This design comes from an exercise in tuning for small area, a short achievable clock period and few clock cycles per item on the open sky130 flow, not from production work. No run shown here included a check of the RTL's function; only the layout flow was run.

## design/flow/design.v

```verilog
module cordic (
    input  wire               clk,
    input  wire               rst_n,
    input  wire               start,
    input  wire signed [15:0] angle_in,
    output wire signed [15:0] cos_out,
    output wire signed [15:0] sin_out,
    output reg                done
);
    localparam signed [15:0] K = 16'sd9949;
    reg signed [15:0] x, y, z;
    reg [3:0] cnt;       
    reg [3:0] cntb;      
    reg busy;
    reg [15:0] atan_i;
    always @(*) begin
        case (cnt)
            4'd1:    atan_i = 16'h1DAC;
            4'd2:    atan_i = 16'h0FAE;
            4'd3:    atan_i = 16'h07F5;
            4'd4:    atan_i = 16'h03FF;
            4'd5:    atan_i = 16'h0200;
            4'd6:    atan_i = 16'h0100;
            4'd7:    atan_i = 16'h0080;
            4'd8:    atan_i = 16'h0040;
            4'd9:    atan_i = 16'h0020;
            4'd10:   atan_i = 16'h0010;
            4'd11:   atan_i = 16'h0008;
            4'd12:   atan_i = 16'h0004;
            4'd13:   atan_i = 16'h0002;
            4'd14:   atan_i = 16'h0001;
            default: atan_i = 16'h0000;
        endcase
    end
    wire dz = ~z[15];                        
    wire signed [15:0] ysh = y >>> cnt;
    wire signed [15:0] xsh = x >>> (~cntb);
    wire [15:0] x_n = x + (ysh ^ {16{dz}}) + {15'd0, dz};
    wire [15:0] y_n = y + (xsh ^ {16{~dz}}) + {15'd0, ~dz};
    wire d0 = ~angle_in[15];
    wire [15:0] za = start ? angle_in : z;
    wire [15:0] ata = start ? 16'h3244 : atan_i;
    wire        dza = start ? d0 : dz;
    wire [15:0] z_n = za + (ata ^ {16{dza}}) + {15'd0, dza};
    always @(posedge clk) begin
        if (start) begin
            x   <= K;
            y   <= d0 ? K : -K;
        end else begin
            x   <= x_n;
            y   <= y_n;
        end
        if (start) begin
            cnt  <= 4'd1;
            cntb <= ~4'd1;
        end else begin
            cnt  <= cnt + 4'd1;
            cntb <= cntb - 4'd1;
        end
    end
    always @(posedge clk) z <= z_n;
    wire last = (cnt == 4'd14);
    always @(posedge clk or negedge rst_n) begin
        if (!rst_n) begin
            busy <= 1'b0;
            done <= 1'b0;
        end else begin
            busy <= start | (busy & ~last);
            done <= busy & last;
        end
    end
    assign cos_out = x;
    assign sin_out = y;
endmodule
```

## design/flow/run.sh

```bash
#!/bin/bash
# synth_recipe.tcl (not shown) runs the flow's synth.tcl, then flattens the netlist and writes it again
# the make line also repeats each setting of config.mk as NAME=value (left out here)
make -C /OpenROAD-flow-scripts/flow DESIGN_CONFIG=/design/flow/config.mk WORK_HOME=/design/flow/orfs CLKGATE_MAP_FILE= SYNTH_SCRIPT=/design/flow/synth_recipe.tcl finish
```

## design/flow/config.mk

```make
export PLATFORM = sky130hd
export DESIGN_NAME = cordic
export DESIGN_NICKNAME = cordic
export VERILOG_FILES = /design/flow/design.v
export SDC_FILE = /design/flow/constraint.sdc
export NUM_CORES = 4
export LEC_CHECK = 0
export ABC_AREA = 1
export CAP_MARGIN = 20
export CORE_MARGIN = 2
export CORE_UTILIZATION = 55
export SETUP_SLACK_MARGIN = 3.5
export SLEW_MARGIN = 20
```

## design/flow/constraint.sdc

```tcl
create_clock -name core_clock -period 7.0 [get_ports {clk}]
set_input_delay 1.4000 -clock core_clock [delete_from_list [all_inputs] [get_ports {clk}]]
set_output_delay 1.4000 -clock core_clock [all_outputs]
set_load 0.01 [all_outputs]
```

==> results of run 1 <==
per-stage QoR:
| step | cell area (µm²) | std cells |
|---|---|---|
| CTS | 7029 | 1105 |
| detailed placement | 6675 | 1081 |
| global route | 7287 | 1126 |
| global placement | 6675 | 1081 |
| finish | 7287 | 1126 |
| floorplan | 6168 | 922 |
cell families (layout without fill, tap and decap cells):
family                   Yosys count  count (layout)  share of synthesized area (%)
AO/OA/AOI/OAI                    183             183                          16.46
XOR/XNOR                          58              58                          8.291
buffers and inverters            114             178                          8.087
AND/OR/NAND/NOR                  436             436                          31.35
flip-flops                        71              71                          23.36
adder cells (fa/ha/maj)           56              56                          11.80
multiplexers                       4               4                         0.6535
metal layers:
metal	wire [µm]	vias up
met5	0	-
met4	435	0
met3	1091	30
met2	8156	213
met1	8045	2906
li1	-	3179
final cells by class:
class	instances	area [µm²]	area share, %
clock inverter	5	57.56	0.7898
clock buffer	11	141.4	1.940
multi-input combinational	737	4284	58.79
timing repair buffer	81	844.6	11.59
timing repair inverter	2	12.51	0.1717
inverter	79	321.6	4.413
tap	140	175.2	2.404
sequential	71	1450	19.90
repair_timing:
action                                  CTS  global route
endpoints found under the setup margin   39            10
pin swaps                                 2            10
hold endpoints to repair                  0             0
setup buffers                             4            20
gates cloned                              4             1
gates resized for setup                  26            32
worst reg2reg max path: stages (launching register included):
cell and delay [ns]:
sky130_fd_sc_hd__dfxtp_4 0.47, sky130_fd_sc_hd__inv_2 0.15, sky130_fd_sc_hd__o21ai_0 0.32, sky130_fd_sc_hd__nand2_1 0.07, sky130_fd_sc_hd__o21ai_0 0.14, sky130_fd_sc_hd__o21ai_1 0.18, sky130_fd_sc_hd__xor2_1 0.21, sky130_fd_sc_hd__ha_1 0.39
sky130_fd_sc_hd__nand2_1 0.08, sky130_fd_sc_hd__o21ai_1 0.12, sky130_fd_sc_hd__inv_1 0.10, sky130_fd_sc_hd__o21a_1 0.23, sky130_fd_sc_hd__o21ai_2 0.17, sky130_fd_sc_hd__a31oi_1 0.17, sky130_fd_sc_hd__o21ai_1 0.21, sky130_fd_sc_hd__nand2_1 0.08
sky130_fd_sc_hd__nand2_1 0.06, sky130_fd_sc_hd__nor2_1 0.03
state kept, by name (all words and copies together) (netlist names):
name    cells
cnt         4
atan_i     13
y          16
busy        1
z          16
x          16
done        1
cntb        4
worst paths after layout:
| check | slack (ns) | start | cells past startpoint | end |
|---|---|---|---|---|
| min in group asynchronous | 1.19 | rst_n | 1 | busy$_DFF_PN0_ |
| worst min-delay path | 0.48 | busy$_DFF_PN0_ | 2 | busy$_DFF_PN0_ |
| worst max register to register | 3.72 | cnt[1]$_SDFF_PP0_ | 17 | x[12]$_SDFF_PP0_ |
| worst min register to register | 0.48 | busy$_DFF_PN0_ | 2 | busy$_DFF_PN0_ |
| worst max-delay path | 3.58 | start | 18 | z[12]$_DFF_P_ |
| max in group asynchronous | 5.69 | rst_n | 1 | done$_DFF_PN0_ |
layout by cell type, fill, tap and decap left out, types with 8 or more instances in the layout:
cell type	n
sky130_fd_sc_hd__o21ai_0	71
sky130_fd_sc_hd__o21ai_1	17
sky130_fd_sc_hd__nand3_1	80
sky130_fd_sc_hd__dfxtp_1	62
sky130_fd_sc_hd__inv_1	68
sky130_fd_sc_hd__nand3_2	11
sky130_fd_sc_hd__ha_1	53
sky130_fd_sc_hd__nor2_1	48
sky130_fd_sc_hd__clkbuf_8	10
sky130_fd_sc_hd__buf_4	25
sky130_fd_sc_hd__a21oi_1	50
sky130_fd_sc_hd__nand2_1	256
sky130_fd_sc_hd__nand2_2	13
sky130_fd_sc_hd__a31oi_1	8
sky130_fd_sc_hd__xor2_1	42
sky130_fd_sc_hd__xnor2_1	16
sky130_fd_sc_hd__clkdlybuf4s50_1	49
==> metrics.cfg, run 1 <==
[run_status]
outcome = no timing/DRC/antenna violations

[floorplan]
die_x_um = 109.5
floorplan.die_area_um2 = 12000
die-height_um = 109.5
starting_density_of_the_core_pct = 56.52
boundaryPins = 52
placeableCoreArea_um2 = 10840
rows = 38

[clock_tree]
tritoncts = yes
cts_max_level = 3
clockRootBuffer = sky130_fd_sc_hd__clkbuf_8
cts.hold.buffers_added = 0
clkSlewWorstSetupHoldPaths_ns = 0.08
clkSinkCount = 71
worstSkewPairLatency_ns = 0.37
tritoncts.num_buffers = 9
cts_max_path_buffers = 2

[worst_setup_path]
cp_top_family = simple AND/OR/NAND/NOR gates
critPathCaptureType = flip-flop
worst_path_largest_cell_delay_ns = 0.40
crit_chain = buf_4, buf_12, clkinvlp_4, nand2_4, nand2_8, clkinv_8, nand2_1, o21a_1, fa_2, nand3b_1, and2_4, nor3_4, nor2_2, o21ai_2, a21oi_2, nor2_1, nor2_1, xor2_1
cp_data_required_time_ns = 7.26
critical_path_peak_fanout = 7
crit_buf_inv = 4
crit_arrival_ns = 3.68
cp-start-kind = input pin
crit_type = in -> reg
crit_path_frequent_cell = sky130_fd_sc_hd__nor2_1
critPathSlowestCell = sky130_fd_sc_hd__fa_2

[run]
max_cap_viols = 0

[logic_synthesis]
synth.top_cells.by_count = 257 x sky130_fd_sc_hd__nand2_1, 80 x sky130_fd_sc_hd__nand3_1, 79 x sky130_fd_sc_hd__o21ai_0
synth_warnings = 1
yosysMostFrequentCell = sky130_fd_sc_hd__nand2_1
sequential_share_of_the_synthesized_area_pct = 23.36
synth_cells = 922
netlist.top_cell.by_area = sky130_fd_sc_hd__dfxtp_1
yosys_register_bits = 71
ys_dominant_reg_cell = sky130_fd_sc_hd__dfxtp_1
synth-edff-count = 0
syn-num-nets = 997
post_synth_num_cell_types = 46
cell_area_after_technology_mapping_um2 = 6127
yosys.area.top_type_share_pct = 22.54
synthArstFlopShare_pct = 2.817
syn-mean-instance-area_um2 = 6.645
largest_cells_by_area_after_synthesis = sky130_fd_sc_hd__dfxtp_1 23%, sky130_fd_sc_hd__nand2_1 16%, sky130_fd_sc_hd__ha_1 11%, sky130_fd_sc_hd__nand3_1 6.5%, sky130_fd_sc_hd__o21ai_0 6.5%

[placed_design]
global_placer_s_final_weighted_congestion = 0.8927
port_buffers = 51
post-dp-hpwl_um = 13090
dp_worst_setup_slack_ns = 1.802

[drt]
wl_per_cell_um = 15.75
totalWireLength_um = 17730
post-route-drc-count = 0
vias = 6328
drt-initial-drc-count = 597
detailedRoute.firstPassIterationCount = 7
via_per_inst = 5.620
ant_nets = 0

[global_routing]
gr-usage-met1_pct = 41.23
grt_pass1_wl_um = 27870
grt_usage_pct = 30.07
globalRouteMet2Util_pct = 46.69
busiest_layer = met2
first_global_vias = 5610
pin_count_of_the_biggest_net_entering_global_routing = 31
grt_antenna_before_repair = 0
global_route.overflow_total = 0
grtUsageMet3_pct = 5.750

[layout]
diodes = 0
layout_cell_share_with_drive_strength_beyond_1_pct = 11.87
final_nets = 1056
areaGrowthSynthToFinish_pct = 18.93
filler_cell_count = 986
post-route-util_pct = 67.22

[sta]
timing.final.hold_violations = 0
grt_setup_unrepaired = true
clock-skew-final_ns = 0.01162
slew_viol_final = 0
setup_viol_count_final = 0
fin_worst_hold_slack_ns = 0.4783
min_period_ns = 3.422
measured_slew_at_the_worst_slew_check_pin_ns = 0.8281
fin_crit_sh_pct = 48.89
relSlewSlack_pct = 44.45
max_clock_freq_mhz = 292.2
setup_tns_ns = 0
layout_setup_ws_ns = 3.578

[hold_path]
hold_class = reg -> reg

==> inputs of run 2 (changes only) <==
--- a/design/flow/config.mk
+++ b/design/flow/config.mk
@@ -11,3 +11,4 @@
 export CORE_UTILIZATION = 55
 export SETUP_SLACK_MARGIN = 3.5
 export SLEW_MARGIN = 20
+export TNS_END_PERCENT = 5
==> metrics.cfg, run 2 <==
[global_routing]
grt_usage_pct = 30.07  ; about the same
grt_pass1_wl_um = 27870  ; unchanged
global_route.overflow_total = 0  ; unchanged
pin_count_of_the_biggest_net_entering_global_routing = 31  ; unchanged
first_global_vias = 5610  ; unchanged
grt_antenna_before_repair = 0  ; unchanged

[worst_setup_path]
cp_data_required_time_ns = 7.26  ; about the same
cp-start-kind = input pin
worst_path_largest_cell_delay_ns = 0.40  ; about the same
worstReg2RegStart = cnt[1]$_SDFF_PP0_
critical_path_peak_fanout = 11  ; +4
crit_arrival_ns = 3.72  ; +0.04 ns
crit_type = in -> reg
critPathCaptureType = flip-flop
crit_path_frequent_cell = sky130_fd_sc_hd__nor2_1
setup.worst_path.start = start
crit_chain = buf_4, buf_12, clkinvlp_4, buf_8, nand2_1, o21a_1, fa_2, nand3b_1, and2_4, nor3_4, nor2_2, o21ai_2, a21oi_2, nor2_1, nor2_1, xor2_1
critPathSlowestCell = sky130_fd_sc_hd__fa_2

[clock_tree]
clkSlewWorstSetupHoldPaths_ns = 0.08  ; about the same
clockRootBuffer = sky130_fd_sc_hd__clkbuf_8
cts_max_level = 3  ; unchanged
worstSkewPairLatency_ns = 0.37  ; about the same
cts.hold.buffers_added = 0  ; unchanged
tritoncts.num_buffers = 9  ; unchanged
tritoncts = yes
cts_max_path_buffers = 2  ; unchanged
clkSinkCount = 71  ; unchanged

[drt]
wl_per_cell_um = 15.80  ; +0.35%
vias = 6318  ; -0.16%
via_per_inst = 5.626  ; +0.11%
post-route-drc-count = 0  ; unchanged
drt-initial-drc-count = 529  ; -11%
totalWireLength_um = 17740  ; about the same
detailedRoute.firstPassIterationCount = 6  ; -1
ant_nets = 0  ; unchanged

[logic_synthesis]
synth-edff-count = 0  ; unchanged
syn-num-nets = 997  ; unchanged
netlist.top_cell.by_area = sky130_fd_sc_hd__dfxtp_1
synth_cells = 922  ; unchanged
yosys.area_share.adder_pct = 11.80  ; unchanged
yosys_register_bits = 71  ; unchanged
sequential_share_of_the_synthesized_area_pct = 23.36  ; unchanged
synth-xor-area-share_pct = 8.291  ; unchanged
syn-mean-instance-area_um2 = 6.645  ; unchanged
synthArstFlopShare_pct = 2.817  ; unchanged
synth.top_cells.by_count = 257 x sky130_fd_sc_hd__nand2_1, 80 x sky130_fd_sc_hd__nand3_1, 79 x sky130_fd_sc_hd__o21ai_0
yosys.area.top_type_share_pct = 22.54  ; unchanged
cell_area_after_technology_mapping_um2 = 6127  ; unchanged
largest_family_of_logic_cells_by_synthesized_area = simple AND/OR/NAND/NOR gates
synth.area.mux_share_pct = 0.6535  ; unchanged
synth_compound_area_share_pct = 16.46  ; unchanged
ys_dominant_reg_cell = sky130_fd_sc_hd__dfxtp_1
yosysMostFrequentCell = sky130_fd_sc_hd__nand2_1
synth_warnings = 1  ; unchanged
post_synth_num_cell_types = 46  ; unchanged
synth_simple_gate_area_share_pct = 31.35  ; unchanged
largest_cells_by_area_after_synthesis = sky130_fd_sc_hd__dfxtp_1 23%, sky130_fd_sc_hd__nand2_1 16%, sky130_fd_sc_hd__ha_1 11%, sky130_fd_sc_hd__nand3_1 6.5%, sky130_fd_sc_hd__o21ai_0 6.5%

[sta]
relSlewSlack_pct = 45.11  ; +0.66 points
setup_viol_count_final = 0  ; unchanged
timing.final.hold_violations = 0  ; unchanged
clock-skew-final_ns = 0.01236  ; +0.0007396 ns
setup_tns_ns = 0  ; unchanged
measured_slew_at_the_worst_slew_check_pin_ns = 0.8183  ; -0.009819 ns
min_period_ns = 3.455  ; +0.03288 ns
fin_crit_sh_pct = 49.36  ; +0.47 points
max_clock_freq_mhz = 289.4  ; -0.95%
grt_setup_unrepaired = true
slew_viol_final = 0  ; unchanged

[run_status]
outcome = no timing/DRC/antenna violations

[layout]
largestRegisters = x: 16 flops, y: 16 flops, z: 16 flops
layoutNonFillerInstCount = 1123  ; -0.27%
layout.cells.most_common = sky130_fd_sc_hd__nand2_1
areaGrowthSynthToFinish_pct = 18.48
final_nets = 1053  ; -0.28%
layout.cells.most_common_list = 256 x sky130_fd_sc_hd__nand2_1, 80 x sky130_fd_sc_hd__nand3_1, 71 x sky130_fd_sc_hd__o21ai_0
layout_cell_share_with_drive_strength_beyond_1_pct = 11.60  ; -0.27 points
diodes = 0  ; unchanged
filler_cell_count = 991  ; +0.51%

[floorplan]
die_x_um = 109.5  ; unchanged
boundaryPins = 52  ; unchanged
floorplan.die_area_um2 = 12000  ; unchanged
die-height_um = 109.5  ; unchanged
starting_density_of_the_core_pct = 56.52  ; unchanged
placeableCoreArea_um2 = 10840  ; unchanged
rows = 38  ; unchanged

[placed_design]
numPlacedInstances = 1081  ; unchanged
port_buffers = 51  ; unchanged
global_placer_s_final_weighted_congestion = 0.8927  ; unchanged
post-dp-hpwl_um = 13090  ; unchanged

[hold_path]
hold_class = reg -> reg
hold_path.startpoint = busy$_DFF_PN0_

[run]
max_cap_viols = 0  ; unchanged

[run 2: logic make-up (layout without fill, tap and decap cells)]
kind of cell    Yosys count  in the layout
flops                    71             71
fa+ha+maj                56             56
simple gates            436            436
mux                       4              4
buf+inv                 114            175
xor+xnor                 58             58
compound gates          183            183
[run 2: worst paths after layout]
check	end	slack, ns	depth (start not counted)
worst max-delay path	z[12]$_DFF_P_	3.54	16
worst min-delay path	busy$_DFF_PN0_	0.48	2
worst max register to register	x[12]$_SDFF_PP0_	3.70	17
worst min register to register	busy$_DFF_PN0_	0.48	2
max in group asynchronous	done$_DFF_PN0_	5.69	1
min in group asynchronous	busy$_DFF_PN0_	1.19	1
[run 2: stage by stage]
stage	cell area (µm²)	hold WS, ns	util, %	worst slack, ns
floorplan	6168	0.4419	-	3.496
global placement	6675	0.4643	61.58	1.885
detailed placement	6675	0.4691	61.58	1.802
CTS	7027	0.4864	64.82	3.478
global route	7259	0.5152	66.97	3.453
finish	7259	0.4779	66.97	3.545
[run 2: cell type report]
type,count,area (µm²),area share (%)
tap,140,175.2,2.413
clock buffer,11,141.4,1.948
multi-input combinational,737,4284,59.01
clock inverter,5,57.56,0.7928
timing repair buffer,78,817.0,11.25
sequential,71,1450,19.98
inverter,79,321.6,4.430
timing repair inverter,2,12.51,0.1724
[run 2: routing by layer]
metal	vias to the layer above	GRT usage, %	routed length [µm]
li1	3165	-	-
met3	35	5.750	1123
met5	-	0	0
met1	2904	41.24	8080
met2	214	46.69	8079
met4	0	11.39	460
[run 2: worst max-delay path, delay by kind of cell]
kind | cells | cell delay [ns]
AO/OA/AOI/OAI | 3 | 0.45
AND/OR/NAND/NOR | 7 | 0.80
buffers and inverters | 4 | 0.54
adder cells (fa/ha/maj) | 1 | 0.40
XOR/XNOR | 1 | 0.14
[run 2: what timing repair did]
| item | CTS | global route |
|---|---|---|
| gates cloned | 4 | 1 |
| pin swaps | 2 | 9 |
| resized for setup | 24 | 33 |
| setup buffers | 4 | 17 |
| endpoints found under the setup margin | 39 | 12 |
==> inputs of run 3 (changes only) <==
--- a/design/flow/config.mk
+++ b/design/flow/config.mk
@@ -9,6 +9,5 @@
 export CAP_MARGIN = 20
 export CORE_MARGIN = 2
 export CORE_UTILIZATION = 55
-export SETUP_SLACK_MARGIN = 3.5
+export SETUP_SLACK_MARGIN = 4.0
 export SLEW_MARGIN = 20
-export TNS_END_PERCENT = 5
==> metrics.cfg, run 3 <==
[hold_path]
hold_class = reg -> reg

[global_routing]
first_global_vias = 6068  ; +8.2%
grt_antenna_before_repair = 0  ; unchanged
pin_count_of_the_biggest_net_entering_global_routing = 31  ; unchanged
grt_usage_pct = 30.60  ; +0.53 points
grt_pass1_wl_um = 28750  ; +3.1%
global_route.overflow_total = 0  ; unchanged

[sta]
setup_tns_ns = 0  ; unchanged
setup_viol_count_final = 0  ; unchanged
timing.final.hold_violations = 0  ; unchanged
max_clock_freq_mhz = 290.2  ; +0.29%
grt_setup_unrepaired = true
measured_slew_at_the_worst_slew_check_pin_ns = 0.5557  ; -0.2626 ns
layout_setup_ws_ns = 3.555  ; +0.009870 ns
fin_crit_sh_pct = 49.22  ; -0.14 points
clock-skew-final_ns = 0.008502  ; -0.003860 ns
relSlewSlack_pct = 62.83  ; +18 points
min_period_ns = 3.445  ; -0.009870 ns
slew_viol_final = 0  ; unchanged

[worst_setup_path]
cp_data_required_time_ns = 7.24  ; -0.02 ns
cp-start-kind = input pin
critPathSlowestCell = sky130_fd_sc_hd__ha_4
crit_arrival_ns = 3.69  ; -0.03 ns
critical_path_peak_fanout = 6  ; -5
crit_chain = buf_8, buf_12, clkinvlp_4, buf_6, nand2_4, nand2_8, clkinv_8, buf_4, buf_6, nand2_1, o21ai_1, ha_4, nand2_4, nor2_4, nand3_2, o21ai_4, nand3_2, nand2_2, a31oi_1
critPathCaptureType = flip-flop
crit_type = in -> reg
worst_path_largest_cell_delay_ns = 0.35  ; -0.05 ns

[logic_synthesis]
largest_cells_by_area_after_synthesis = sky130_fd_sc_hd__dfxtp_1 23%, sky130_fd_sc_hd__nand2_1 16%, sky130_fd_sc_hd__ha_1 11%, sky130_fd_sc_hd__nand3_1 6.5%, sky130_fd_sc_hd__o21ai_0 6.5%
netlist.top_cell.by_area = sky130_fd_sc_hd__dfxtp_1
synth-edff-count = 0  ; unchanged
cell_area_after_technology_mapping_um2 = 6127  ; unchanged
synth.top_cells.by_count = 257 x sky130_fd_sc_hd__nand2_1, 80 x sky130_fd_sc_hd__nand3_1, 79 x sky130_fd_sc_hd__o21ai_0
synth_warnings = 1  ; unchanged
synthArstFlopShare_pct = 2.817  ; unchanged
yosys_register_bits = 71  ; unchanged
ys_dominant_reg_cell = sky130_fd_sc_hd__dfxtp_1
syn-num-nets = 997  ; unchanged
post_synth_num_cell_types = 46  ; unchanged
sequential_share_of_the_synthesized_area_pct = 23.36  ; unchanged
yosysMostFrequentCell = sky130_fd_sc_hd__nand2_1
syn-mean-instance-area_um2 = 6.645  ; unchanged
yosys.area.top_type_share_pct = 22.54  ; unchanged
synth_cells = 922  ; unchanged

[layout]
layout.cells.most_common = sky130_fd_sc_hd__nand2_1
diodes = 0  ; unchanged
layout.cells.most_common_list = 241 x sky130_fd_sc_hd__nand2_1, 76 x sky130_fd_sc_hd__nand3_1, 66 x sky130_fd_sc_hd__inv_1
largestRegisters = x: 16 flops, y: 16 flops, z: 16 flops
final_nets = 1100  ; +4.5%
layout_cell_share_with_drive_strength_beyond_1_pct = 23.59  ; +12 points
areaGrowthSynthToFinish_pct = 32.84

[drt]
totalWireLength_um = 19820  ; +12%
detailedRoute.firstPassIterationCount = 5  ; -1
post-route-drc-count = 0  ; unchanged
ant_nets = 0  ; unchanged
vias = 6758  ; +7.0%
drt-initial-drc-count = 581  ; +9.8%
via_per_inst = 5.776  ; +2.7%
wl_per_cell_um = 16.94  ; +7.2%

[clock_tree]
clkSinkCount = 71  ; unchanged
tritoncts.num_buffers = 9  ; unchanged
clockRootBuffer = sky130_fd_sc_hd__clkbuf_8
tritoncts = yes
clkSlewWorstSetupHoldPaths_ns = 0.08  ; about the same
cts_max_path_buffers = 2  ; unchanged
cts_max_level = 3  ; unchanged
worstSkewPairLatency_ns = 0.36  ; about the same

[floorplan]
boundaryPins = 52  ; unchanged
starting_density_of_the_core_pct = 56.52  ; unchanged
placeableCoreArea_um2 = 10840  ; unchanged
floorplan.die_area_um2 = 12000  ; unchanged
die_x_um = 109.5  ; unchanged
rows = 38  ; unchanged
die-height_um = 109.5  ; unchanged

[placed_design]
global_placer_s_final_weighted_congestion = 0.9150  ; +2.5%
post-dp-hpwl_um = 12540  ; -4.2%
port_buffers = 51  ; unchanged
dp_worst_setup_slack_ns = 1.990  ; +0.1884 ns

[run]
max_cap_viols = 0  ; unchanged

[run_status]
outcome = no timing/DRC/antenna violations

==> run 3: cell counts after synthesis <==
No cell type changed its count.
==> run 3: cells by family (layout without fill, tap and decap cells) <==
family | Yosys count | after routing | share of synthesized area (%)
flops | 71 | 71 | 23.36
xor+xnor | 58 | 58 | 8.291
buf+inv | 114 | 222 | 8.087
simple gates | 436 | 436 | 31.35
mux | 4 | 4 | 0.6535
fa+ha+maj | 56 | 56 | 11.80
compound gates | 183 | 183 | 16.46
==> run 3: worst max-delay path, delay by kind of cell <==
| kind | cells | cell delay (ns) |
|---|---|---|
| and+or+nand+nor | 8 | 0.75 |
| AOI/OAI and AO/OA | 3 | 0.43 |
| adders and majority gates | 1 | 0.35 |
| buffers and inverters | 7 | 0.74 |
==> run 3: per-layer routing <==
| layer | routed length, µm | global-route usage, % | vias to the layer above | share of wire [%] |
|---|---|---|---|---|
| met1 | 8372 | 39.55 | 3172 | 42 |
| met3 | 1353 | 6.046 | 47 | 6.8 |
| met2 | 9473 | 50.97 | 261 | 48 |
| met5 | 0 | 0 | - | 0 |
| met4 | 616 | 10.31 | 0 | 3.1 |
| li1 | - | - | 3278 | - |
==> run 3: per-stage QoR <==
| step | hold slack (ns) | instances | area (µm²) | utilization, % |
|---|---|---|---|---|
| 6_report | 0.4797 | 1170 | 8139 | 75.08 |
| 5_1_grt | 0.5201 | 1170 | 8139 | 75.08 |
| 4_1_cts | 0.4821 | 1136 | 7507 | 69.25 |
| 3_5_place_dp | 0.4632 | 1081 | 6731 | 62.10 |
| 3_3_place_gp | 0.4533 | 1081 | 6731 | 62.10 |
| 2_1_floorplan | 0.4419 | 922 | 6260 | - |
==> run 3: worst paths after layout <==
check | endpoint | from | depth (start not counted) | slack [ns]
min in group asynchronous | busy$_DFF_PN0_ | rst_n | 1 | 1.19
setup reg to reg | y[15]$_DFF_P_ | cntb[0]$_SDFF_PP0_ | 18 | 3.99
max in group asynchronous | done$_DFF_PN0_ | rst_n | 1 | 5.69
hold reg to reg | busy$_DFF_PN0_ | busy$_DFF_PN0_ | 2 | 0.48
setup / recovery | z[15]$_DFF_P_ | start | 19 | 3.55
hold / removal | busy$_DFF_PN0_ | busy$_DFF_PN0_ | 2 | 0.48
==> run 3: cell type report <==
| cell class | instances | area [µm²] |
|---|---|---|
| multi-input combinational | 737 | 4716 |
| fill | 817 | 2701 |
| sequential | 71 | 1463 |
| timing repair buffer | 125 | 1219 |
| inverter | 79 | 345.3 |
| tap | 140 | 175.2 |
| clock buffer | 10 | 137.6 |
| clock inverter | 6 | 68.82 |
| timing repair inverter | 2 | 15.01 |
==> run 3: what timing repair did <==
| item | CTS | global route |
|---|---|---|
| resized for setup | 77 | 108 |
| pin swaps | 27 | 60 |
| setup endpoints to repair | 62 | 26 |
| hold endpoints to repair | 0 | 0 |
| hold buffers | 0 | 0 |
| cloned | 4 | 0 |
| setup buffers | 35 | 34 |
==> inputs of run 4 (changes only) <==
--- a/design/flow/config.mk
+++ b/design/flow/config.mk
@@ -9,5 +9,5 @@
 export CAP_MARGIN = 20
 export CORE_MARGIN = 2
 export CORE_UTILIZATION = 55
-export SETUP_SLACK_MARGIN = 4.0
+export SETUP_SLACK_MARGIN = 3.7
 export SLEW_MARGIN = 20
==> metrics.cfg, run 4 <==
[logic_synthesis]
ys_dominant_reg_cell = sky130_fd_sc_hd__dfxtp_1
yosysMostFrequentCell = sky130_fd_sc_hd__nand2_1
syn-num-nets = 997  ; unchanged
yosys_register_bits = 71  ; unchanged
synth.top_cells.by_count = 257 x sky130_fd_sc_hd__nand2_1, 80 x sky130_fd_sc_hd__nand3_1, 79 x sky130_fd_sc_hd__o21ai_0
cell_area_after_technology_mapping_um2 = 6127  ; unchanged
synth_warnings = 1  ; unchanged
synth_cells = 922  ; unchanged
post_synth_num_cell_types = 46  ; unchanged
largest_cells_by_area_after_synthesis = sky130_fd_sc_hd__dfxtp_1 23%, sky130_fd_sc_hd__nand2_1 16%, sky130_fd_sc_hd__ha_1 11%, sky130_fd_sc_hd__nand3_1 6.5%, sky130_fd_sc_hd__o21ai_0 6.5%
syn-mean-instance-area_um2 = 6.645  ; unchanged
synthArstFlopShare_pct = 2.817  ; unchanged
sequential_share_of_the_synthesized_area_pct = 23.36  ; unchanged
yosys.area.top_type_share_pct = 22.54  ; unchanged
synth-edff-count = 0  ; unchanged
netlist.top_cell.by_area = sky130_fd_sc_hd__dfxtp_1

[clock_tree]
tritoncts = yes
clkSlewWorstSetupHoldPaths_ns = 0.08  ; about the same
clkSinkCount = 71  ; unchanged
worstSkewPairLatency_ns = 0.37  ; about the same
cts_max_path_buffers = 2  ; unchanged
tritoncts.num_buffers = 9  ; unchanged
cts_max_level = 3  ; unchanged
clockRootBuffer = sky130_fd_sc_hd__clkbuf_8

[layout]
diodes = 0  ; unchanged
largestRegisters = x: 16 flops, y: 16 flops, z: 16 flops
layoutNonFillerInstCount = 1153  ; -1.5%
layout.cells.most_common_list = 247 x sky130_fd_sc_hd__nand2_1, 79 x sky130_fd_sc_hd__nand3_1, 67 x sky130_fd_sc_hd__inv_1
filler_cell_count = 927  ; +13%
post-route-util_pct = 70.65  ; -4.4 points
areaGrowthSynthToFinish_pct = 24.99
layout.cells.most_common = sky130_fd_sc_hd__nand2_1
design_area_um2 = 7659  ; -5.9%
final_nets = 1083  ; -1.5%
layout_cell_share_with_drive_strength_beyond_1_pct = 17.28  ; -6.3 points

[sta]
clock-skew-final_ns = 0.01087  ; +0.002373 ns
measured_slew_at_the_worst_slew_check_pin_ns = 0.4600  ; -0.09564 ns
fin_crit_sh_pct = 47.40  ; -1.8 points
min_period_ns = 3.318  ; -0.1275 ns
layout_setup_ws_ns = 3.682  ; +0.1275 ns
relSlewSlack_pct = 69.30  ; +6.5 points
max_clock_freq_mhz = 301.4  ; +3.8%
timing.final.hold_violations = 0  ; unchanged
setup_viol_count_final = 0  ; unchanged
grt_setup_unrepaired = true
slew_viol_final = 0  ; unchanged
setup_tns_ns = 0  ; unchanged
fin_worst_hold_slack_ns = 0.4779  ; -0.001773 ns

[drt]
vias = 6580  ; -2.6%
ant_nets = 0  ; unchanged
detailedRoute.firstPassIterationCount = 6  ; +1
routed.top_layer = met4
post-route-drc-count = 0  ; unchanged
detail_route.wirelength.met1_um = 8220  ; -1.8%
route.met3.wl_um = 1237  ; -8.6%
wl_met2_um = 8575  ; -9.5%
totalWireLength_um = 18710  ; -5.6%
wl_per_cell_um = 16.22  ; -4.2%
via_per_inst = 5.707  ; -1.2%
drt-initial-drc-count = 620  ; +6.7%

[worst_setup_path]
critPathCaptureType = flip-flop
crit_buf_inv = 4  ; -3
reg2reg_depth = 20  ; +2
worst_path_largest_cell_delay_ns = 0.37  ; +0.02 ns
crit_chain = buf_12, buf_12, clkinvlp_4, nand2_4, nand2_8, clkinv_8, nand2_2, o21a_1, fa_2, nand3b_1, and2_4, nor3_4, nor2_2, o21ai_2, a21oi_1, nor2_1, nor2_1, xor2_1
critPathSlowestCell = sky130_fd_sc_hd__fa_2
cp_data_required_time_ns = 7.26  ; +0.02 ns
crit_type = in -> reg
worstSetupPathDepth = 18  ; -1
critical_path_peak_fanout = 6  ; unchanged
cp-start-kind = input pin
crit_arrival_ns = 3.58  ; -0.11 ns
cp_top_family = simple AND/OR/NAND/NOR gates

[global_routing]
grt_usage_pct = 30.70  ; +0.10 points
grt_antenna_before_repair = 0  ; unchanged
first_global_vias = 5748  ; -5.3%
grt_pass1_wl_um = 28480  ; -0.94%
pin_count_of_the_biggest_net_entering_global_routing = 31  ; unchanged
global_route.overflow_total = 0  ; unchanged

[floorplan]
rows = 38  ; unchanged
placeableCoreArea_um2 = 10840  ; unchanged
starting_density_of_the_core_pct = 56.52  ; unchanged
boundaryPins = 52  ; unchanged
die-height_um = 109.5  ; unchanged
die_x_um = 109.5  ; unchanged
floorplan.die_area_um2 = 12000  ; unchanged

[placed_design]
numPlacedInstances = 1081  ; unchanged
global_placer_s_final_weighted_congestion = 0.8927  ; -2.4%
port_buffers = 51  ; unchanged
post-dp-hpwl_um = 13090  ; +4.4%
dp_worst_setup_slack_ns = 1.802  ; -0.1884 ns
dpl-instance-area_um2 = 6675  ; -0.84%

[run_status]
outcome = no timing/DRC/antenna violations

[run]
max_cap_viols = 0  ; unchanged

[hold_path]
hold_class = reg -> reg
cells_on_worst_hold_path = 2  ; unchanged

==> run 4: cell types whose count changed in the layout (fill, tap and decap cells not counted), sizes merged <==
cell	before	now
buf	73	53
clkbuf	10	13
==> run 4: tightest hold or removal path, cell delays in order (launching register included) <==
cell	delay, ns
sky130_fd_sc_hd__dfrtp_1	0.35
sky130_fd_sc_hd__nand2_1	0.05
sky130_fd_sc_hd__nand2_1	0.05
==> run 4: cell type report <==
cell class	instances	area [µm²]	area share (%)
multi-input cells	737	4420	57.72
well taps	140	175.2	2.287
flip-flops and latches	71	1453	18.97
repair inverters	3	20.02	0.2614
inverters	79	331.6	4.329
clock inverters	5	57.56	0.7515
repair buffers	107	1060	13.84
clock buffers	11	141.4	1.846
==> run 4: repair_timing <==
action | CTS | global route
pin swaps | 13 | 35
cloned | 4 | 3
gates resized for setup | 47 | 66
endpoints found under the setup margin | 49 | 14
buffers inserted | 19 | 30
hold buffers | 0 | 0
==> run 4: worst paths after layout <==
path | slack (ns) | endpoint | startpoint
max reg2reg | 3.79 | x[12]$_SDFF_PP0_ | cnt[0]$_SDFF_PP1_
min in group asynchronous | 1.19 | busy$_DFF_PN0_ | rst_n
min | 0.48 | busy$_DFF_PN0_ | busy$_DFF_PN0_
max in group asynchronous | 5.69 | done$_DFF_PN0_ | rst_n
min reg2reg | 0.48 | busy$_DFF_PN0_ | busy$_DFF_PN0_
max | 3.68 | z[12]$_DFF_P_ | start
==> run 4: cells by family after synthesis <==
| logic type | share of synthesized area (%) |
|---|---|
| fa+ha+maj | 11.80 |
| compound gates | 16.46 |
| mux | 0.6535 |
| simple gates | 31.35 |
| flops | 23.36 |
| buf+inv | 8.087 |
| xor+xnor | 8.291 |
==> run 4: per-layer routing <==
metal / vias to the layer above / global-route usage (%)
met5: - / 0
met3: 55 / 6.461
met1: 3030 / 41.47
met4: 0 / 11.66
li1: 3235 / -
met2: 260 / 47.97
==> inputs of run 5 (changes only) <==
--- a/design/flow/design.v
+++ b/design/flow/design.v
@@ -33,10 +33,12 @@
         endcase
     end
     wire dz = ~z[15];                        
-    wire signed [15:0] ysh = y >>> cnt;
-    wire signed [15:0] xsh = x >>> (~cntb);
-    wire [15:0] x_n = x + (ysh ^ {16{dz}}) + {15'd0, dz};
-    wire [15:0] y_n = y + (xsh ^ {16{~dz}}) + {15'd0, ~dz};
+    wire signed [15:0] yc = y ^ {16{dz}};
+    wire signed [15:0] xc = x ^ {16{~dz}};
+    wire signed [15:0] ysh = yc >>> cnt;
+    wire signed [15:0] xsh = xc >>> (~cntb);
+    wire [15:0] x_n = x + ysh + {15'd0, dz};
+    wire [15:0] y_n = y + xsh + {15'd0, ~dz};
     wire d0 = ~angle_in[15];
     wire [15:0] za = start ? angle_in : z;
     wire [15:0] ata = start ? 16'h3244 : atan_i;
--- a/design/flow/config.mk
+++ b/design/flow/config.mk
@@ -9,5 +9,5 @@
 export CAP_MARGIN = 20
 export CORE_MARGIN = 2
 export CORE_UTILIZATION = 55
-export SETUP_SLACK_MARGIN = 3.7
+export SETUP_SLACK_MARGIN = 3.5
 export SLEW_MARGIN = 20
==> metrics.cfg, run 5 <==
[layout]
layout_cell_share_with_drive_strength_beyond_1_pct = 5.938  ; -11 points
multi_input_comb_area_um2 = 4622  ; +4.6%
filler_cell_count = 1214  ; +31%
layout.cells.most_common_list = 406 x sky130_fd_sc_hd__nand2_1, 188 x sky130_fd_sc_hd__nand3_1, 123 x sky130_fd_sc_hd__inv_1
final-seq-area_um2 = 1438  ; -1.0%
layout.cells.most_common = sky130_fd_sc_hd__nand2_1
final_nets = 1232  ; +14%
largestRegisters = x: 16 flops, y: 16 flops, z: 16 flops
areaGrowthSynthToFinish_pct = 14.34
diodes = 0  ; unchanged

[drt]
wl_per_cell_um = 14.52  ; -11%
via_per_inst = 5.378  ; -5.8%
post-route-drc-count = 0  ; unchanged
drt-initial-drc-count = 572  ; -7.7%
vias = 7040  ; +7.0%
ant_nets = 0  ; unchanged
totalWireLength_um = 19010  ; +1.6%
detailedRoute.firstPassIterationCount = 5  ; -1

[sta]
fin_crit_sh_pct = 47.16  ; -0.24 points
min_period_ns = 3.301  ; -0.01669 ns
relSlewSlack_pct = 54.47  ; -15 points
grt_setup_unrepaired = false
measured_slew_at_the_worst_slew_check_pin_ns = 0.6820  ; +0.2220 ns
timing.final.hold_violations = 0  ; unchanged
clock-skew-final_ns = 0.01321  ; +0.002331 ns
max_clock_freq_mhz = 302.9  ; +0.51%
setup_tns_ns = 0  ; unchanged
setup_viol_count_final = 0  ; unchanged
slew_viol_final = 0  ; unchanged

[worst_setup_path]
crit_type = in -> reg
crit_arrival_ns = 3.54  ; -0.04 ns
worst_path_largest_cell_delay_ns = 0.45  ; +0.08 ns
critical_path_peak_fanout = 9  ; +3
cp-start-kind = input pin
critPathSlowestCell = sky130_fd_sc_hd__clkdlybuf4s50_1
crit_path_frequent_cell = sky130_fd_sc_hd__nand2_1
critPathCaptureType = flip-flop
cp_data_required_time_ns = 7.23  ; -0.03 ns
crit_chain = clkdlybuf4s50_1, nand2_4, nand2_4, inv_4, nand2_1, o21a_1, fa_1, nand3b_1, nand2_2, nand2_1, nand2_1, nand3b_1, nand3_1, nand2_1

[clock_tree]
tritoncts.num_buffers = 9  ; unchanged
cts_max_path_buffers = 2  ; unchanged
clockRootBuffer = sky130_fd_sc_hd__clkbuf_16
cts.hold.buffers_added = 0  ; unchanged
worstSkewPairLatency_ns = 0.34  ; -0.03 ns
cts_max_level = 3  ; unchanged
tritoncts = yes
clkSinkCount = 71  ; unchanged
clkSlewWorstSetupHoldPaths_ns = 0.06  ; -0.02 ns

[logic_synthesis]
synth_warnings = 1  ; unchanged
largest_cells_by_area_after_synthesis = sky130_fd_sc_hd__nand2_1 23%, sky130_fd_sc_hd__dfxtp_1 20%, sky130_fd_sc_hd__nand3_1 14%, sky130_fd_sc_hd__ha_1 9.4%, sky130_fd_sc_hd__inv_1 6.8%
synth-edff-count = 0  ; unchanged
yosys.area.top_type_share_pct = 22.60  ; +0.054 points
ys_dominant_reg_cell = sky130_fd_sc_hd__dfxtp_1
post_synth_num_cell_types = 42  ; -8.7%
sequential_share_of_the_synthesized_area_pct = 21.17  ; -2.2 points
netlist.top_cell.by_area = sky130_fd_sc_hd__nand2_1
synthArstFlopShare_pct = 2.817  ; unchanged
synth.top_cells.by_count = 407 x sky130_fd_sc_hd__nand2_1, 188 x sky130_fd_sc_hd__nand3_1, 123 x sky130_fd_sc_hd__inv_1
yosysMostFrequentCell = sky130_fd_sc_hd__nand2_1
synth_cells = 1127  ; +22%
syn-num-nets = 1202  ; +21%
syn-mean-instance-area_um2 = 5.998  ; -9.7%
cell_area_after_technology_mapping_um2 = 6760  ; +10%
yosys_register_bits = 71  ; unchanged

[floorplan]
die_x_um = 114.9  ; +4.9%
die-height_um = 114.9  ; +4.9%
floorplan.die_area_um2 = 13190  ; +9.9%
placeableCoreArea_um2 = 12010  ; +11%
starting_density_of_the_core_pct = 56.28  ; -0.24 points
boundaryPins = 52  ; unchanged
rows = 40  ; +5.3%

[global_routing]
grtUsageMet3_pct = 5.430  ; -1.0 points
grt_pass1_wl_um = 30670  ; +7.7%
first_global_vias = 6339  ; +10%
busiest_layer = met2
global_route.overflow_total = 0  ; unchanged
gr-usage-met1_pct = 39.06  ; -2.4 points
pin_count_of_the_biggest_net_entering_global_routing = 23  ; -26%
globalRouteMet2Util_pct = 49.84  ; +1.9 points
grt_usage_pct = 29.55  ; -1.2 points
grt_antenna_before_repair = 0  ; unchanged

[placed_design]
port_buffers = 51  ; unchanged
post-dp-hpwl_um = 14550  ; +11%
global_placer_s_final_weighted_congestion = 0.9442  ; +5.8%

[run]
max_cap_viols = 0  ; unchanged

[run_status]
outcome = no timing/DRC/antenna violations

[hold_path]
hold_class = reg -> reg

[run 5: changes by cell type in the layout (fill, tap and decap cells not counted), moves of 16 or more]
cell,previous run,this run
sky130_fd_sc_hd__buf_4,45,2
sky130_fd_sc_hd__inv_1,67,123
sky130_fd_sc_hd__nand2_1,247,406
sky130_fd_sc_hd__nand2_2,22,4
sky130_fd_sc_hd__nand3_1,79,188
sky130_fd_sc_hd__o21ai_0,59,25
sky130_fd_sc_hd__o21ai_1,24,8
sky130_fd_sc_hd__xor2_1,42,15
[run 5: timing repair]
item                       CTS  global route
setup buffers                1             2
gates resized for setup     11            11
setup endpoints to repair   33            20
cloned                       2             0
pin swaps                    0             1
[run 5: worst paths after layout]
path,cells after the start,endpoint,start,slack [ns]
max,14,z[14]$_DFF_P_,angle_in[15],3.70
min,2,busy$_DFF_PN0_,busy$_DFF_PN0_,0.49
max reg2reg,18,y[6]$_DFF_P_,cntb[0]$_SDFF_PP0_,3.74
min reg2reg,2,busy$_DFF_PN0_,busy$_DFF_PN0_,0.49
max in group asynchronous,1,busy$_DFF_PN0_,rst_n,5.64
min in group asynchronous,1,done$_DFF_PN0_,rst_n,1.23
[run 5: layout make-up]
class,count,area share (%)
clock buffer,10,3.092
inverter,132,6.669
clock inverter,6,1.182
multi-input combinational,885,59.79
timing repair buffer,58,8.287
sequential,71,18.60
tap,147,2.379
[run 5: kinds of logic after synthesis]
logic type	share of synthesized area, %
DFF	21.17
and+or+nand+nor	45.16
AOI/OAI and AO/OA	7.552
adders and majority gates	10.92
xor gates and xnor gates	4.627
buffers and inverters	10.57
[run 5: critical path, delay by kind of cell]
family | cells | cell delay, ns
buffers and inverters | 2 | 0.57
adder cells (fa/ha/maj) | 1 | 0.43
AND/OR/NAND/NOR | 10 | 0.99
AO/OA/AOI/OAI | 1 | 0.13
[run 5: layer usage]
layer	vias to the layer above	share of wire (%)
met3	23	5.3
met5	-	0
met4	0	1.6
met2	204	47
met1	3130	46
li1	3683	-
[run 5: per-stage QoR]
stage	instance area [µm²]	util, %	hold WS, ns	std cells	setup slack [ns]
after floorplan	6760	-	0.4419	1127	3.764
final	7730	64.35	0.4912	1309	3.699
after global placement	7252	60.38	0.4582	1288	2.510
after detailed placement	7252	60.38	0.4792	1288	2.463
after global routing	7730	64.35	0.5126	1309	3.502
after CTS	7696	64.07	0.4939	1307	3.498
==> inputs of run 6 (changes only) <==
--- a/design/flow/design.v
+++ b/design/flow/design.v
@@ -11,6 +11,7 @@
     reg signed [15:0] x, y, z;
     reg [3:0] cnt;       
     reg [3:0] cntb;      
+    reg px;              
     reg busy;
     reg [15:0] atan_i;
     always @(*) begin
@@ -33,12 +34,12 @@
         endcase
     end
     wire dz = ~z[15];                        
-    wire signed [15:0] yc = y ^ {16{dz}};
-    wire signed [15:0] xc = x ^ {16{~dz}};
+    wire signed [15:0] yc = y ^ {16{px}};
+    wire signed [15:0] xc = x ^ {16{~px}};
     wire signed [15:0] ysh = yc >>> cnt;
     wire signed [15:0] xsh = xc >>> (~cntb);
-    wire [15:0] x_n = x + ysh + {15'd0, dz};
-    wire [15:0] y_n = y + xsh + {15'd0, ~dz};
+    wire [15:0] x_n = x + ysh + {15'd0, px};
+    wire [15:0] y_n = y + xsh + {15'd0, ~px};
     wire d0 = ~angle_in[15];
     wire [15:0] za = start ? angle_in : z;
     wire [15:0] ata = start ? 16'h3244 : atan_i;
@@ -60,7 +61,10 @@
             cntb <= cntb - 4'd1;
         end
     end
-    always @(posedge clk) z <= z_n;
+    always @(posedge clk) begin
+        z  <= z_n;
+        px <= ~z_n[15];
+    end
     wire last = (cnt == 4'd14);
     always @(posedge clk or negedge rst_n) begin
         if (!rst_n) begin
==> metrics.cfg, run 6 <==
[run]
max_cap_viols = 0  ; unchanged

[floorplan]
boundaryPins = 52  ; unchanged
placeableCoreArea_um2 = 12010  ; unchanged
die-height_um = 114.8  ; about the same
rows = 40  ; unchanged
floorplan.die_area_um2 = 13170  ; -0.17%
starting_density_of_the_core_pct = 56.18  ; -0.10 points
die_x_um = 114.8  ; about the same

[global_routing]
first_global_vias = 6264  ; -1.2%
grt_usage_pct = 28.79  ; -0.75 points
pin_count_of_the_biggest_net_entering_global_routing = 28  ; +22%
global_route.overflow_total = 0  ; unchanged
grt_antenna_before_repair = 0  ; unchanged
grt_pass1_wl_um = 29780  ; -2.9%

[logic_synthesis]
yosys.area.top_type_share_pct = 22.81  ; +0.21 points
yosysMostFrequentCell = sky130_fd_sc_hd__nand2_1
syn-num-nets = 1207  ; +0.42%
synth_warnings = 1  ; unchanged
netlist.top_cell.by_area = sky130_fd_sc_hd__nand2_1
synth_cells = 1132  ; +0.44%
cell_area_after_technology_mapping_um2 = 6748  ; -0.19%
ys_dominant_reg_cell = sky130_fd_sc_hd__dfxtp_1
largest_cells_by_area_after_synthesis = sky130_fd_sc_hd__nand2_1 23%, sky130_fd_sc_hd__dfxtp_1 21%, sky130_fd_sc_hd__nand3_1 14%, sky130_fd_sc_hd__ha_1 9.5%, sky130_fd_sc_hd__inv_1 7.1%
synth.top_cells.by_count = 410 x sky130_fd_sc_hd__nand2_1, 192 x sky130_fd_sc_hd__nand3_1, 127 x sky130_fd_sc_hd__inv_1
sequential_share_of_the_synthesized_area_pct = 21.51  ; +0.34 points
syn-mean-instance-area_um2 = 5.961  ; -0.63%
synth-edff-count = 0  ; unchanged
synthArstFlopShare_pct = 2.778  ; -0.039 points
yosys_register_bits = 72  ; +1.4%
post_synth_num_cell_types = 43  ; +2.4%

[placed_design]
global_placer_s_final_weighted_congestion = 0.9292  ; -1.6%
post-dp-hpwl_um = 13790  ; -5.2%
port_buffers = 51  ; unchanged
numPlacedInstances = 1294  ; +0.47%
dp_worst_setup_slack_ns = 2.447  ; -0.01637 ns

[worst_setup_path]
critPathCaptureType = flip-flop
cp-start-kind = input pin
critical_path_peak_fanout = 27  ; +18
crit_type = in -> reg
cp_data_required_time_ns = 7.25  ; +0.02 ns
rrSetupSlack_ns = 3.81  ; +0.07 ns
crit_arrival_ns = 3.50  ; -0.04 ns

[drt]
ant_nets = 0  ; unchanged
via_per_inst = 5.347  ; -0.57%
post-route-drc-count = 0  ; unchanged
vias = 7037  ; -0.043%
drt-initial-drc-count = 543  ; -5.1%
detailedRoute.firstPassIterationCount = 5  ; unchanged
totalWireLength_um = 18320  ; -3.6%
wl_per_cell_um = 13.92  ; -4.1%

[layout]
layout.cells.most_common_list = 409 x sky130_fd_sc_hd__nand2_1, 192 x sky130_fd_sc_hd__nand3_1, 127 x sky130_fd_sc_hd__inv_1
diodes = 0  ; unchanged
layout_cell_share_with_drive_strength_beyond_1_pct = 5.218  ; -0.72 points
layoutNonFillerInstCount = 1316  ; +0.53%
final_nets = 1239  ; +0.57%
areaGrowthSynthToFinish_pct = 13.55
layout.cells.most_common = sky130_fd_sc_hd__nand2_1
largestRegisters = x: 16 flops, y: 16 flops, z: 16 flops
filler_cell_count = 1242  ; +2.3%

[clock_tree]
clkSlewWorstSetupHoldPaths_ns = 0.06  ; about the same
cts_max_path_buffers = 2  ; unchanged
clockRootBuffer = sky130_fd_sc_hd__clkbuf_16
worstSkewPairLatency_ns = 0.36  ; +0.02 ns
cts.hold.buffers_added = 0  ; unchanged
tritoncts.num_buffers = 9  ; unchanged
clkSinkCount = 72  ; +1.4%
cts_max_level = 3  ; unchanged
tritoncts = yes

[sta]
slew_viol_final = 0  ; unchanged
setup_tns_ns = 0  ; unchanged
fin_crit_sh_pct = 46.30  ; -0.86 points
timing.final.hold_violations = 0  ; unchanged
max_clock_freq_mhz = 308.6  ; +1.9%
clock-skew-final_ns = 0.007858  ; -0.005347 ns
fin_worst_hold_slack_ns = 0.4904  ; -0.0007960 ns
relSlewSlack_pct = 55.83  ; +1.4 points
min_period_ns = 3.241  ; -0.06033 ns
setup_viol_count_final = 0  ; unchanged
layout_setup_ws_ns = 3.759  ; +0.06033 ns
grt_setup_unrepaired = false
measured_slew_at_the_worst_slew_check_pin_ns = 0.6616  ; -0.02039 ns

[hold_path]
hold_class = reg -> reg

[run_status]
outcome = no timing/DRC/antenna violations

run 6: final cells by class:
type / instances / area, µm² / share of cell area [%]
Timing Repair Buffer: 58 / 605.6 / 7.903
Multi-Input combinational cell: 889 / 4602 / 60.06
Clock inverter: 7 / 55.05 / 0.7185
Tap cell: 147 / 183.9 / 2.400
Sequential cell: 72 / 1460 / 19.06
Inverter: 133 / 521.8 / 6.809
Timing Repair inverter: 1 / 8.758 / 0.1143
Clock buffer: 9 / 225.2 / 2.939
run 6: worst max-delay path: stages:
cell                       delay, ns
sky130_fd_sc_hd__clkbuf_2       0.13
sky130_fd_sc_hd__buf_12         0.17
sky130_fd_sc_hd__inv_16         0.11
sky130_fd_sc_hd__nand2_2        0.11
sky130_fd_sc_hd__nand2_8        0.15
sky130_fd_sc_hd__xnor2_1        0.14
sky130_fd_sc_hd__inv_1          0.06
sky130_fd_sc_hd__ha_1           0.35
sky130_fd_sc_hd__a21o_1         0.21
sky130_fd_sc_hd__or2_2          0.30
sky130_fd_sc_hd__a21oi_1        0.17
sky130_fd_sc_hd__nand2_1        0.07
sky130_fd_sc_hd__nand2_1        0.06
sky130_fd_sc_hd__nand2_1        0.04
run 6: metrics by stage:
step	utilization [%]	cell area [µm²]
after detailed placement	60.35	7249
after global routing	63.79	7662
final	63.79	7662
after CTS	63.47	7624
after floorplan	-	6748
after global placement	60.35	7249
run 6: cells by family (layout without fill, tap and decap cells):
family	count (synthesis)	count (layout)	share of synthesized area (%)
AND/OR/NAND/NOR	704	704	44.35
flip-flops	72	72	21.51
buffers and inverters	171	208	10.51
AO/OA/AOI/OAI	89	89	7.269
adder cells (fa/ha/maj)	56	56	10.94
XOR/XNOR	40	40	5.414
run 6: timing repair:
item,in CTS,in global routing
gates resized for setup,15,12
pin swaps,0,1
buffers inserted,1,3
gates cloned,2,0
setup endpoints to repair,28,20
run 6: path summary, 6_finish.rpt:
kind	startpoint	end	depth (start not counted)
worst min-delay path	busy$_DFF_PN0_	busy$_DFF_PN0_	2
worst max-delay path	start	z[14]$_DFF_P_	14
worst min register to register	busy$_DFF_PN0_	busy$_DFF_PN0_	2
max in group asynchronous	rst_n	done$_DFF_PN0_	1
worst max register to register	cnt[0]$_SDFF_PP1_	x[14]$_SDFF_PP0_	19
min in group asynchronous	rst_n	busy$_DFF_PN0_	1
run 6: metal layers:
layer  routed length [µm]  GRT usage, %
met5                    0             0
met4                  462         11.08
met3                  778         3.268
met2                 8564         49.31
met1                 8515         37.32
==> inputs of run 7 (changes only) <==
--- a/design/flow/design.v
+++ b/design/flow/design.v
@@ -11,7 +11,7 @@
     reg signed [15:0] x, y, z;
     reg [3:0] cnt;       
     reg [3:0] cntb;      
-    reg px;              
+    reg dx, dy, dz;      
     reg busy;
     reg [15:0] atan_i;
     always @(*) begin
@@ -33,37 +33,33 @@
             default: atan_i = 16'h0000;
         endcase
     end
-    wire dz = ~z[15];                        
-    wire signed [15:0] yc = y ^ {16{px}};
-    wire signed [15:0] xc = x ^ {16{~px}};
-    wire signed [15:0] ysh = yc >>> cnt;
-    wire signed [15:0] xsh = xc >>> (~cntb);
-    wire [15:0] x_n = x + ysh + {15'd0, px};
-    wire [15:0] y_n = y + xsh + {15'd0, ~px};
+    wire signed [15:0] ysh = y >>> cnt;
+    wire signed [15:0] xsh = x >>> (~cntb);
+    wire [15:0] x_n = x + (ysh ^ {16{dx}}) + {15'd0, dx};
+    wire [15:0] y_n = y + (xsh ^ {16{~dy}}) + {15'd0, ~dy};
+    wire [15:0] z_n = z + (atan_i ^ {16{dz}}) + {15'd0, dz};
     wire d0 = ~angle_in[15];
-    wire [15:0] za = start ? angle_in : z;
-    wire [15:0] ata = start ? 16'h3244 : atan_i;
-    wire        dza = start ? d0 : dz;
-    wire [15:0] z_n = za + (ata ^ {16{dza}}) + {15'd0, dza};
+    wire [15:0] z1 = d0 ? angle_in - 16'h3244 : angle_in + 16'h3244;
     always @(posedge clk) begin
         if (start) begin
-            x   <= K;
-            y   <= d0 ? K : -K;
-        end else begin
-            x   <= x_n;
-            y   <= y_n;
-        end
-        if (start) begin
+            x    <= K;
+            y    <= d0 ? K : -K;
+            z    <= z1;
             cnt  <= 4'd1;
             cntb <= ~4'd1;
+            dx   <= ~z1[15];
+            dy   <= ~z1[15];
+            dz   <= ~z1[15];
         end else begin
+            x    <= x_n;
+            y    <= y_n;
+            z    <= z_n;
             cnt  <= cnt + 4'd1;
             cntb <= cntb - 4'd1;
+            dx   <= ~z_n[15];
+            dy   <= ~z_n[15];
+            dz   <= ~z_n[15];
         end
-    end
-    always @(posedge clk) begin
-        z  <= z_n;
-        px <= ~z_n[15];
     end
     wire last = (cnt == 4'd14);
     always @(posedge clk or negedge rst_n) begin
==> design/flow/config.mk (replaced) <==
export PLATFORM = sky130hd
export DESIGN_NAME = cordic
export DESIGN_NICKNAME = cordic
export VERILOG_FILES = /design/flow/design.v
export SDC_FILE = /design/flow/constraint.sdc
export NUM_CORES = 4
export LEC_CHECK = 0
export CAP_MARGIN = 20
export CORE_MARGIN = 2
export CORE_UTILIZATION = 65
export SETUP_SLACK_MARGIN = 4.0
export SLEW_MARGIN = 20
==> metrics.cfg, run 7 <==
[run_status]
outcome = no timing/DRC/antenna violations

[layout]
layoutNonFillerInstCount = 1042  ; -21%
diodes = 0  ; unchanged
layout_cell_share_with_drive_strength_beyond_1_pct = 23.95  ; +19 points
design_area_um2 = 8581  ; +12%
layout.cells.most_common_list = 78 x sky130_fd_sc_hd__nand2_1, 62 x sky130_fd_sc_hd__ha_1, 59 x sky130_fd_sc_hd__buf_4
layout.cells.most_common = sky130_fd_sc_hd__nand2_1
areaGrowthSynthToFinish_pct = 25.90

[global_routing]
first_global_vias = 6471  ; +3.3%
grt_antenna_before_repair = 0  ; unchanged
global_route.overflow_total = 0  ; unchanged
grt_pass1_wl_um = 31660  ; +6.3%
pin_count_of_the_biggest_net_entering_global_routing = 53  ; +89%

[sta]
setup_viol_count_final = 0  ; unchanged
clock-skew-final_ns = 0.01331  ; +0.005456 ns
min_period_ns = 3.503  ; +0.2617 ns
measured_slew_at_the_worst_slew_check_pin_ns = 0.9488  ; +0.2872 ns
grt_setup_unrepaired = true
relSlewSlack_pct = 36.51  ; -19 points
timing.final.hold_violations = 0  ; unchanged
setup_tns_ns = 0  ; unchanged

[drt]
totalWireLength_um = 20520  ; +12%
vias = 6790  ; -3.5%
via_per_inst = 6.516  ; +22%
detailedRoute.firstPassIterationCount = 8  ; +3
wl_per_cell_um = 19.69  ; +41%
ant_nets = 0  ; unchanged
drt-initial-drc-count = 662  ; +22%
post-route-drc-count = 0  ; unchanged

[worst_setup_path]
critical_path_peak_fanout = 7  ; -74%
cp_top_family = compound AO/OA/AOI/OAI gates
critPathSlowestCell = sky130_fd_sc_hd__mux4_2
crit_chain = buf_8, mux2_2, nor2_1, a21oi_1, inv_1, mux4_2, xnor2_1, ha_2, a21oi_2, o31ai_2, o31ai_2, o21a_1, o21ai_4, a31oi_1, mux2_2
worst_path_largest_cell_delay_ns = 0.47  ; +0.12 ns
crit_type = reg -> reg
cp-start-kind = flip-flop
cp_data_required_time_ns = 7.28  ; +0.03 ns
critPathCaptureType = flip-flop
crit_buf_inv = 2  ; -2

[floorplan]
starting_density_of_the_core_pct = 66.61  ; +10 points
die-height_um = 106.4  ; -7.3%
placeableCoreArea_um2 = 10230  ; -15%
rows = 37  ; -7.5%

[clock_tree]
worstSkewPairLatency_ns = 0.39  ; +0.03 ns
clockRootBuffer = sky130_fd_sc_hd__clkbuf_8
cts_max_path_buffers = 2  ; unchanged
tritoncts.num_buffers = 9  ; unchanged
clkSinkCount = 72  ; unchanged

[hold_path]
hold_class = reg -> reg

[run]
max_cap_viols = 0  ; unchanged

[logic_synthesis]
synth-edff-count = 0  ; unchanged
cell_area_after_technology_mapping_um2 = 6815  ; +1.0%
post_synth_num_cell_types = 62  ; +44%
syn-mean-instance-area_um2 = 8.435  ; +42%
largest_cells_by_area_after_synthesis = sky130_fd_sc_hd__dfxtp_1 21%, sky130_fd_sc_hd__ha_1 12%, sky130_fd_sc_hd__xnor2_1 7.6%, sky130_fd_sc_hd__mux2i_1 7.0%, sky130_fd_sc_hd__mux4_2 5.3%
synth_warnings = 1  ; unchanged
synth_cells = 808  ; -29%
syn-num-nets = 896  ; -26%
yosys.area.top_type_share_pct = 20.56  ; -2.2 points
sequential_share_of_the_synthesized_area_pct = 21.30  ; -0.21 points
synth.top_cells.by_count = 82 x sky130_fd_sc_hd__nand2_1, 70 x sky130_fd_sc_hd__dfxtp_1, 66 x sky130_fd_sc_hd__o21ai_0

[placed_design]
dpl-instance-area_um2 = 7438  ; +2.6%
global_placer_s_final_weighted_congestion = 0.9006  ; -3.1%

run 7: stage by stage:
step	worst slack, ns	util, %	hold slack, ns
floorplan	3.526	-	0.4470
global placement	2.831	72.70	0.4653
detailed placement	2.720	72.70	0.4795
CTS	3.552	81.09	0.4999
global route	3.336	83.87	0.5274
finish	3.497	83.87	0.4982
run 7: path summary, 6_finish.rpt:
check                             startpoint          endpoint  slack [ns]  depth (start not counted)
max in group asynchronous              rst_n    done$_DFF_PN0_        5.71                          1
setup / recovery           cnt[1]$_SDFF_PP0_  x[15]$_SDFF_PP0_        3.50                         15
hold / removal                busy$_DFF_PN0_    busy$_DFF_PN0_        0.50                          2
hold reg to reg               busy$_DFF_PN0_    busy$_DFF_PN0_        0.50                          2
min in group asynchronous              rst_n    busy$_DFF_PN0_        1.17                          1
setup reg to reg           cnt[1]$_SDFF_PP0_  x[15]$_SDFF_PP0_        3.50                         15
run 7: cell families (layout without fill, tap and decap cells):
family | Yosys count | in the layout | synth area share [%]
compound gates | 217 | 217 | 19.64
xor+xnor | 89 | 89 | 11.44
flops | 72 | 72 | 21.30
mux | 83 | 83 | 16.61
fa+ha+maj | 69 | 69 | 13.11
buf+inv | 70 | 168 | 4.039
simple gates | 208 | 208 | 13.86
run 7: cell type report:
cell class | count | area [µm²] | share of cell area, %
inverter | 31 | 127.6 | 1.487
timing repair buffer | 121 | 1094 | 12.74
clock inverter | 7 | 73.82 | 0.8603
multi-input combinational | 666 | 5504 | 64.14
sequential | 72 | 1488 | 17.34
tap | 136 | 170.2 | 1.983
clock buffer | 9 | 123.9 | 1.444
run 7: timing repair:
action | in CTS | in global routing
hold endpoints to repair | 0 | 0
pin swaps | 39 | 34
resized for setup | 86 | 47
hold buffers | 0 | 0
setup buffers | 54 | 12
setup endpoints to repair | 54 | 34
gates cloned | 0 | 0
run 7: worst register-to-register path, cell delays in order (launching register included):
cell                      delay [ns]
sky130_fd_sc_hd__dfxtp_4        0.41
sky130_fd_sc_hd__buf_8          0.16
sky130_fd_sc_hd__mux2_2         0.24
sky130_fd_sc_hd__nor2_1         0.04
sky130_fd_sc_hd__a21oi_1        0.12
sky130_fd_sc_hd__inv_1          0.07
sky130_fd_sc_hd__mux4_2         0.47
sky130_fd_sc_hd__xnor2_1        0.17
sky130_fd_sc_hd__ha_2           0.34
sky130_fd_sc_hd__a21oi_2        0.18
sky130_fd_sc_hd__o31ai_2        0.09
sky130_fd_sc_hd__o31ai_2        0.31
sky130_fd_sc_hd__o21a_1         0.20
sky130_fd_sc_hd__o21ai_4        0.08
sky130_fd_sc_hd__a31oi_1        0.16
sky130_fd_sc_hd__mux2_2         0.35
run 7: metal layers:
layer  global-route usage, %  wire (µm)
met1                   44.54       8288
met2                   59.43       9863
met3                   7.664       1484
met4                   13.44        884
met5                       0          0

==> what the ideal ports hide <==
No port has a modelled driver above. Below, the same layouts with a new extraction and two added sets of constraints.
Step 1 sets driving cells, clkbuf_16 on the clock port and buf_2 on the other inputs (assumed; they add their load-dependent delay and slew).
Step 2 adds t to the input delays and takes it off the output delays; t is the mean of the earliest and latest rising clock arrival at the registers after step 1. Input paths then give back, and output paths get back, about the clock's delay inside the block.
a / b / c = ideal ports / drivers / drivers and shift; a / b = the first two.
| run | t (ns) | setup slack, ns | hold WS [ns] | latest minus earliest clock arrival (ns) | worst register clock-pin slew, ns |
|---|---|---|---|---|---|
| run 1 | 0.406 | 3.578 / 3.595 / 3.188 | 0.478 / 0.478 / 0.478 | 0.012 / 0.011 | 0.08 / 0.08 |
| run 2 | 0.408 | 3.545 / 3.563 / 3.155 | 0.478 / 0.478 / 0.478 | 0.012 / 0.012 | 0.08 / 0.08 |
| run 3 | 0.396 | 3.555 / 3.550 / 3.155 | 0.480 / 0.480 / 0.480 | 0.011 / 0.011 | 0.08 / 0.08 |
| run 4 | 0.407 | 3.682 / 3.661 / 3.254 | 0.478 / 0.478 / 0.478 | 0.011 / 0.010 | 0.08 / 0.08 |
| run 5 | 0.380 | 3.699 / 3.722 / 3.343 | 0.491 / 0.491 / 0.491 | 0.013 / 0.013 | 0.06 / 0.06 |
| run 6 | 0.394 | 3.759 / 3.782 / 3.388 | 0.490 / 0.490 / 0.490 | 0.009 / 0.008 | 0.06 / 0.06 |
| run 7 | 0.424 | 3.497 / 3.497 / 3.495 | 0.498 / 0.498 / 0.498 | 0.016 / 0.016 | 0.10 / 0.10 |
After both steps setup and hold are still met in every run listed. For run 4, which loses most, drivers alone change the setup slack by -0.021 ns; drivers and shift together by -0.428 ns.
